This is an optimization exercise on Yosys and OpenROAD, whose aim is small area and a short achievable clock period, not a production implementation. No functional check of the RTL was part of any run shown here.

==> flow/design.v (outline; a module is shown in full before it is edited, if it fits) <==
// module butterfly_top_module_8_point: 947 lines
// module add16_sk: 70 lines
module butterfly_top_module_8_point(
    input clk,
    input rst,
    input new_input_flag,
    input [15:0] input_real0,
    input [15:0] input_real1,
    input [15:0] input_real2,
    input [15:0] input_real3,
    input [15:0] input_real4,
    input [15:0] input_real5,
    input [15:0] input_real6,
    input [15:0] input_real7,
    input [15:0] input_imag0,
    input [15:0] input_imag1,
    input [15:0] input_imag2,
    input [15:0] input_imag3,
    input [15:0] input_imag4,
    input [15:0] input_imag5,
    input [15:0] input_imag6,
    input [15:0] input_imag7,
    output [15:0] output_real0,
    output [15:0] output_real1,
    output [15:0] output_real2,
    output [15:0] output_real3,
    output [15:0] output_real4,
    output [15:0] output_real5,
    output [15:0] output_real6,
    output [15:0] output_real7,
    output [15:0] output_imag0,
    output [15:0] output_imag1,
    output [15:0] output_imag2,
    output [15:0] output_imag3,
    output [15:0] output_imag4,
    output [15:0] output_imag5,
    output [15:0] output_imag6,
    output [15:0] output_imag7,
    output fft_ready_flag
);
  // ...
==> flow/flow/run.sh <==
#!/bin/bash
set -euo pipefail
bash standard.sh "BUFFER_PORTS_ARGS=-buffer_cell sky130_fd_sc_hd__buf_1" SETUP_SLACK_MARGIN=5.5 finish > standard_sh.log 2>&1
==> flow/standard.sh <==
#!/bin/bash
# synth_recipe.tcl (not shown) runs the flow's synth.tcl, then flattens the netlist and writes it again
# the make line also repeats each setting of config.mk as NAME=value (left out here)
make -C /OpenROAD-flow-scripts/flow DESIGN_CONFIG=/design/flow/config.mk WORK_HOME=/design/flow/orfs CLKGATE_MAP_FILE= SYNTH_SCRIPT=/design/flow/synth_recipe.tcl "${@:-finish}"
==> flow/config.mk <==
export PLATFORM = sky130hd
export DESIGN_NAME = butterfly_top_module_8_point
export DESIGN_NICKNAME = butterfly_top_module_8_point
export VERILOG_FILES = /design/flow/design.v
export SDC_FILE = /design/flow/constraint.sdc
export NUM_CORES = 4
export LEC_CHECK = 0
export CAP_MARGIN = 20
export CORE_MARGIN = 2
export CORE_UTILIZATION = 60
export SLEW_MARGIN = 20
==> flow/constraint.sdc <==
create_clock -name core_clock -period 10.0 [get_ports {clk}]
set_input_delay 2.0000 -clock core_clock [delete_from_list [all_inputs] [get_ports {clk}]]
set_output_delay 2.0000 -clock core_clock [all_outputs]
set_load 0.01 [all_outputs]
==> flow_metrics.tcl, run 1 <==
set metrics [dict create \
    outcome "timing/DRC/antenna clean" \
    grt_pass1_wl_um 254000 \
    worst_pin_slew_ns 0.832 \
    slew_headroom_pct 44.1 \
    top_usage_layer "met2" \
    use_met3_pct 3.85 \
    holdWs_ns 0.451 \
    synth_top_area_share_pct 25.1 \
    drive_above_1_share_pct 22.9 \
    clk_latency_ns 0.68 \
    cp_num_buf_inv 5 \
    io_buffers 515 \
    avgSynthCellArea_um2 9.49 \
    wl_met1_um 70500 \
    die_w_um 321 \
    coreArea_um2 99700 \
    hold_violations 0 \
    fin_ws_ns 4.82 \
    synth_nets 7957 \
    critical_path_class "primary input to flip-flop" \
    yosys.area_share.simple_pct 10.7 \
    muxShareOfSynthArea_pct 0.0333 \
    drcViolationCount 0 \
    io_pins 516 \
    synth_compound_area_share_pct 9.94 \
    synth_flop_cell "dfxtp_1" \
    clkSlewWorstSetupHoldPaths_ns 0.06 \
    die_area_um2 103000 \
    seq_share_pct 19.9 \
    multi_input_area_share_pct 61.0 \
    slew_viol_final 0 \
    final_cell_mix "inv_1, ha_1, dfxtp_1" \
    seqCellArea_um2 15300 \
    inverters 1116 \
    yosys-top-cells-count "inv_1, ha_1, dfxtp_1" \
    antenna_found_initial 10 \
]
==> inputs of run 2 (changes only) <==
--- a/flow/design.v
+++ b/flow/design.v
@@ -490,17 +490,17 @@
   wire md5_s70 = d5_p2[15] ^ 1'b1;
   wire md5_c70 = d5_p2[15] & 1'b1;
   wire [29:0] md5_X = {md5_c70, md5_c69, md5_c68, md5_c67, md5_c66, md5_c65, md5_c64, md5_c63, md5_c62, md5_c61, md5_c60, md5_c59, md5_c58, md5_c57, md5_c56, md5_c55, md5_c54, md5_c53, md5_c52, md5_c51, md5_c50, md5_s50, d5_p2[1], d5_p2[0], d5_p2[5], d5_p2[4], d5_p2[3], d5_p2[2], d5_p2[1], d5_p2[0]};
   wire [29:0] md5_Y = {~d5_p2[16], md5_s70, md5_s69, md5_s68, md5_s67, md5_s66, md5_s65, md5_s64, md5_s63, md5_s62, md5_s61, md5_s60, md5_s59, md5_s58, md5_s57, md5_s56, md5_s55, md5_s54, md5_s53, md5_s52, md5_s51, d5_p2[8], d5_p2[7], d5_p2[6], 1'b0, 1'b0, 1'b0, 1'b0, 1'b0, 1'b0};
   wire [14:0] md5_lo = {1'b0, md5_X[13:0]} + {1'b0, md5_Y[13:0]};
   wire [0:0] md5_c = md5_lo[14];
   wire [15:0] md5_xh = md5_X[29:14];
   wire [15:0] md5_yh = md5_Y[29:14];
-  wire [0:0] nz5 = |s5[13:0];
+  wire [0:0] nz5 = |s5_p2[13:0];
   wire [16:0] s7 = {l2_57r_1[15],l2_57r_1} + {l2_57i_1[15],l2_57i_1};
   wire [16:0] d7 = {l2_57i_1[15],l2_57i_1} - {l2_57r_1[15],l2_57r_1};
   wire ms7_s1 = s7_p2[3] ^ s7_p2[5];
   wire ms7_c1 = s7_p2[3] & s7_p2[5];
   wire ms7_s2 = s7_p2[4] ^ s7_p2[6];
   wire ms7_c2 = s7_p2[4] & s7_p2[6];
   wire ms7_s3 = s7_p2[5] ^ s7_p2[7];
   wire ms7_c3 = s7_p2[5] & s7_p2[7];
@@ -785,17 +785,17 @@
   wire md7_s70 = d7_p2[15] ^ 1'b1;
   wire md7_c70 = d7_p2[15] & 1'b1;
   wire [29:0] md7_X = {md7_c70, md7_c69, md7_c68, md7_c67, md7_c66, md7_c65, md7_c64, md7_c63, md7_c62, md7_c61, md7_c60, md7_c59, md7_c58, md7_c57, md7_c56, md7_c55, md7_c54, md7_c53, md7_c52, md7_c51, md7_c50, md7_s50, d7_p2[1], d7_p2[0], d7_p2[5], d7_p2[4], d7_p2[3], d7_p2[2], d7_p2[1], d7_p2[0]};
   wire [29:0] md7_Y = {~d7_p2[16], md7_s70, md7_s69, md7_s68, md7_s67, md7_s66, md7_s65, md7_s64, md7_s63, md7_s62, md7_s61, md7_s60, md7_s59, md7_s58, md7_s57, md7_s56, md7_s55, md7_s54, md7_s53, md7_s52, md7_s51, d7_p2[8], d7_p2[7], d7_p2[6], 1'b0, 1'b0, 1'b0, 1'b0, 1'b0, 1'b0};
   wire [14:0] md7_lo = {1'b0, md7_X[13:0]} + {1'b0, md7_Y[13:0]};
   wire [0:0] md7_c = md7_lo[14];
   wire [15:0] md7_xh = md7_X[29:14];
   wire [15:0] md7_yh = md7_Y[29:14];
-  wire [0:0] nz7 = |s7[13:0];
+  wire [0:0] nz7 = |s7_p2[13:0];
   wire [15:0] y1r_rs = l2_46r_0_p2 ^ ms5_xh ^ ms5_yh;
   wire [15:0] y1r_rc = (l2_46r_0_p2 & ms5_xh) | (l2_46r_0_p2 & ms5_yh) | (ms5_xh & ms5_yh);
   wire [15:0] y1r;
   add16_sk u_y1r(.a(y1r_rs), .b({y1r_rc[14:0], ms5_c}), .ci(1'b0), .y(y1r));
   wire [15:0] y5r_rs = l2_46r_0_p2 ^ ~ms5_xh ^ ~ms5_yh;
   wire [15:0] y5r_rc = (l2_46r_0_p2 & ~ms5_xh) | (l2_46r_0_p2 & ~ms5_yh) | (~ms5_xh & ~ms5_yh);
   wire [15:0] y5r;
   add16_sk u_y5r(.a(y5r_rs), .b({y5r_rc[14:0], ~ms5_c}), .ci(1'b1), .y(y5r));
@@ -813,21 +813,21 @@
   add16_sk u_y3r(.a(y3r_rs), .b({y3r_rc[14:0], md7_c}), .ci(1'b0), .y(y3r));
   wire [15:0] y7r_rs = l2_46r_1_p2 ^ ~md7_xh ^ ~md7_yh;
   wire [15:0] y7r_rc = (l2_46r_1_p2 & ~md7_xh) | (l2_46r_1_p2 & ~md7_yh) | (~md7_xh & ~md7_yh);
   wire [15:0] y7r;
   add16_sk u_y7r(.a(y7r_rs), .b({y7r_rc[14:0], ~md7_c}), .ci(1'b1), .y(y7r));
   wire [15:0] y3i_rs = l2_46i_1_p2 ^ ~ms7_xh ^ ~ms7_yh;
   wire [15:0] y3i_rc = (l2_46i_1_p2 & ~ms7_xh) | (l2_46i_1_p2 & ~ms7_yh) | (~ms7_xh & ~ms7_yh);
   wire [15:0] y3i;
-  add16_sk u_y3i(.a(y3i_rs), .b({y3i_rc[14:0], ~ms7_c}), .ci(~nz7_p2), .y(y3i));
+  add16_sk u_y3i(.a(y3i_rs), .b({y3i_rc[14:0], ~ms7_c}), .ci(~nz7), .y(y3i));
   wire [15:0] y7i_rs = l2_46i_1_p2 ^ ms7_xh ^ ms7_yh;
   wire [15:0] y7i_rc = (l2_46i_1_p2 & ms7_xh) | (l2_46i_1_p2 & ms7_yh) | (ms7_xh & ms7_yh);
   wire [15:0] y7i;
-  add16_sk u_y7i(.a(y7i_rs), .b({y7i_rc[14:0], ms7_c}), .ci(nz7_p2), .y(y7i));
+  add16_sk u_y7i(.a(y7i_rs), .b({y7i_rc[14:0], ms7_c}), .ci(nz7), .y(y7i));
   reg [15:0] l1_26r_0_p1;
   reg [15:0] l1_04r_0_p1;
   reg [15:0] l1_26i_0_p1;
   reg [15:0] l1_04i_0_p1;
   reg [15:0] l1_26i_1_p1;
   reg [15:0] l1_04r_1_p1;
   reg [15:0] l1_26r_1_p1;
   reg [15:0] l1_04i_1_p1;
@@ -850,17 +850,16 @@
   reg [16:0] s5_p2;
   reg [16:0] d5_p2;
   reg [16:0] s7_p2;
   reg [16:0] d7_p2;
   reg [15:0] l2_46r_0_p2;
   reg [15:0] l2_46i_0_p2;
   reg [15:0] l2_46r_1_p2;
   reg [15:0] l2_46i_1_p2;
-  reg [0:0] nz7_p2;
   reg [15:0] l3_04r_0_p3;
   reg [15:0] l3_04i_0_p3;
   reg [15:0] y1r_p3;
   reg [15:0] y1i_p3;
   reg [15:0] l3_26r_0_p3;
   reg [15:0] l3_26i_0_p3;
   reg [15:0] y3r_p3;
   reg [15:0] y3i_p3;
@@ -900,17 +899,16 @@
     s5_p2 <= s5;
     d5_p2 <= d5;
     s7_p2 <= s7;
     d7_p2 <= d7;
     l2_46r_0_p2 <= l2_46r_0;
     l2_46i_0_p2 <= l2_46i_0;
     l2_46r_1_p2 <= l2_46r_1;
     l2_46i_1_p2 <= l2_46i_1;
-    nz7_p2 <= nz7;
     l3_04r_0_p3 <= l3_04r_0;
     l3_04i_0_p3 <= l3_04i_0;
     y1r_p3 <= y1r;
     y1i_p3 <= y1i;
     l3_26r_0_p3 <= l3_26r_0;
     l3_26i_0_p3 <= l3_26i_0;
     y3r_p3 <= y3r;
     y3i_p3 <= y3i;
==> flow/flow/run.sh (replaced) <==
#!/bin/bash
# The standard layout (standard.sh), with the ports buffered by buf_1 cells instead of
# the larger clkdlybuf4s50_1 that buffer_ports picks on its own; every port still gets a buffer.
set -euo pipefail
bash standard.sh "BUFFER_PORTS_ARGS=-buffer_cell sky130_fd_sc_hd__buf_1" finish > standard_sh.log 2>&1
--- a/flow/config.mk
+++ b/flow/config.mk
@@ -3,9 +3,10 @@
 export DESIGN_NICKNAME = butterfly_top_module_8_point
 export VERILOG_FILES = /design/flow/design.v
 export SDC_FILE = /design/flow/constraint.sdc
 export NUM_CORES = 4
 export LEC_CHECK = 0
 export CAP_MARGIN = 20
 export CORE_MARGIN = 2
 export CORE_UTILIZATION = 60
+export SETUP_SLACK_MARGIN = 5
 export SLEW_MARGIN = 20
==> flow_metrics.tcl, run 2 <==
set metrics [dict create \
    synth-edff-count 0 \
    synth_seq_cells 754 \
    worstPathRequired_ns 10.59 \
    slew_headroom_pct 32.0 \
    max_freq_mhz 191 \
    synth_flop_cell "dfxtp_1" \
    die_area_um2 104000 \
    outcome "timing/DRC/antenna clean" \
    first_pass_iters 5 \
    coreArea_um2 100000 \
    ys_seq_area_share_pct 24.8 \
    dpl.hpwl_um 140000 \
    yosys_warnings 1 \
    cts_tree "done" \
    seqCellArea_um2 15200 \
    crit_arrival_ns 5.83 \
    timing.setup.tns_ns 0 \
    synthArstFlopShare_pct 0 \
    initial_utilization_pct 60.7 \
    critPathMaxStageDelay_ns 0.55 \
    htree_levels 3 \
    hold_violations 0 \
    clkSlewWorstSetupHoldPaths_ns 0.06 \
    yosys-top-cells-count "inv_1, ha_1, dfxtp_1" \
    io_buffers 515 \
    gr-total-overflow 0 \
    viasPerCell 5.38 \
    slew_viol_final 0 \
    cts_buffers 86 \
    reg_top3 "d5_p2: 17 flops, d7_p2: 17 flops" \
    setup_viol 0 \
    wirelength_um 169000 \
    die_h_um 322 \
    critical_path_class "flip-flop to flip-flop" \
    num_vias 45700 \
    syn_area_um2 60800 \
    clk_latency_ns 0.68 \
    yosysTopAreaCell "dfxtp_1" \
    io_pins 516 \
    grt_pass1_wl_um 256000 \
    final.setup_skew_ns 0.0268 \
    crit_family "adder cells" \
    slowest_stage "fa_1" \
    grt_pass1_vias 45900 \
    gp_congestion 0.945 \
    clockRootBuffer "clkbuf_16" \
    holdBufCountCts 0 \
    synthTopCellsByArea "dfxtp_1, ha_1, fa_1, xnor2_1, inv_1" \
    synth_top_area_share_pct 24.8 \
    ys_types 80 \
    layout_commonest_cell "inv_1" \
    end_kind "flip-flop" \
    multi_input_area_um2 43500 \
    ant_nets 0 \
    worst-path-max-fanout 2 \
    drv_cap 0 \
    start_kind "flip-flop" \
    fillCellCount 7993 \
    initialDrtViolationCount 2314 \
    die_w_um 322 \
    period_needed_ns 5.23 \
    antenna_found_initial 17 \
    nets 8682 \
    drcViolationCount 0 \
    synth_most_common_cell "inv_1" \
    avgSynthCellArea_um2 9.47 \
    crit_chain "inv_4, fa_1, inv_2, fa_1, inv_1, fa_1, inv_1, ha_1, or3_4, o21ai_4, a21oi_4, fa_2, fa_2, a21o_1, a311oi_4, a211oi_2, o221a_2, buf_4, o21a_1, nor2_2, xnor2_1" \
    rows 116 \
    areaGrowthSynthToFinish_pct 16.1 \
    grtUsageTotal_pct 32.1 \
    rsz0062_at_grt "true" \
    clk_path_buf_depth 3 \
    post_drt_wl_per_cell_um 19.9 \
    cts.sinks 754 \
    crit_top_cell "fa_1" \
    fin_crit_sh_pct 52.3 \
    grt_start_max_net_pins 15 \
    drive_above_1_share_pct 10.6 \
    worst_pin_slew_ns 1.01 \
    min_path_type "flip-flop to flip-flop" \
    holdWs_ns 0.444 \
    cp_num_buf_inv 5 \
    synth_nets 8046 \
    timing.reg2reg.setup_slack_ns 4.77 \
    synthCells 6422 \
    final_cell_mix "inv_1, ha_1, dfxtp_1" \
]
-- run 2: cell count changes in the layout (fill, tap and decap cells not counted), sizes merged, moves of 37 or more --
| cell | before | now |
|---|---|---|
| nand2 | 238 | 142 |
| nor2 | 434 | 391 |
| nor3 | 139 | 223 |
| inv | 1124 | 1177 |
| nand3 | 75 | 38 |
| buf | 932 | 613 |
| a21o | 46 | 104 |
-- run 2: metrics by stage --
step	instance area, µm²	cells	setup slack, ns	util, %
floorplan	61500	6422	4.74	-
global placement	64900	8229	3.98	64.7
detailed placement	64900	8229	3.84	64.7
CTS	68900	8422	4.67	68.7
global route	70600	8492	4.63	70.4
finish	70600	8496	4.77	70.4
-- run 2: cell type report --
type	count	area share (%)
Multi-Input combinational cell	4434	61.6
Antenna cell	8	0.0283
Inverter	1167	6.22
Timing Repair Buffer	615	3.87
Tap cell	1357	2.40
Sequential cell	754	21.5
Clock inverter	63	1.18
Clock buffer	98	3.20
-- run 2: worst paths after layout --
path	endpoint	from	depth (start not counted)
max	y7i_p3[13]	s7_p2[1]	21
min	valid[2]	valid[1]	1
max reg2reg	y7i_p3[13]	s7_p2[1]	21
min reg2reg	valid[2]	valid[1]	1
-- run 2: logic make-up after synthesis --
family | synth area share [%]
flops | 24.8
buf+inv | 7.67
compound gates | 11.0
fa+ha+maj | 34.5
simple gates | 10.2
mux | 0.0823
xor+xnor | 11.7
-- run 2: what timing repair did --
action | 4_1_cts | 5_1_grt
gates cloned | 0 | 0
setup buffers | 32 | 66
pin swaps | 72 | 149
endpoints found under the setup margin | 112 | 147
resized for setup | 167 | 263
-- run 2: layer usage --
metal / part of all wire, % / routed length (µm) / GRT usage, %
met5: 0.072 / 121 / 0
met4: 4.6 / 7710 / 13.3
met3: 4.6 / 7780 / 4.30
met2: 49 / 83200 / 56.0
met1: 42 / 70300 / 39.8

## separate check: timing with driven ports
No port has a modelled driver above. Below, the same layouts with a new extraction and two added sets of constraints. Step 1: set_driving_cell puts a clkbuf_16 on clk and a buf_2 on each other input, an assumption about the parent block. Step 2 times the ports against the registers' clock, not the clock port: input delays grow and output delays shrink by t, the midpoint of the rising clock arrivals with the driver on. a / b / c = ideal ports / drivers / drivers and shift; a / b = the first two.
run | t, ns | setup slack, ns | hold slack, ns | worst setup path after step 2 | latest minus earliest clock arrival (ns)
run 1 | 0.750 | 4.825 / 4.857 / 4.107 | 0.451 / 0.451 / 0.451 | input to register | 0.028 / 0.028
run 2 | 0.744 | 4.767 / 4.767 / 4.196 | 0.444 / 0.444 / 0.444 | input to register | 0.029 / 0.029
After both steps every run listed still meets setup and hold. The setup slack of run 1, which loses most, moves by +0.032 ns with the drivers and by -0.718 ns with both steps.
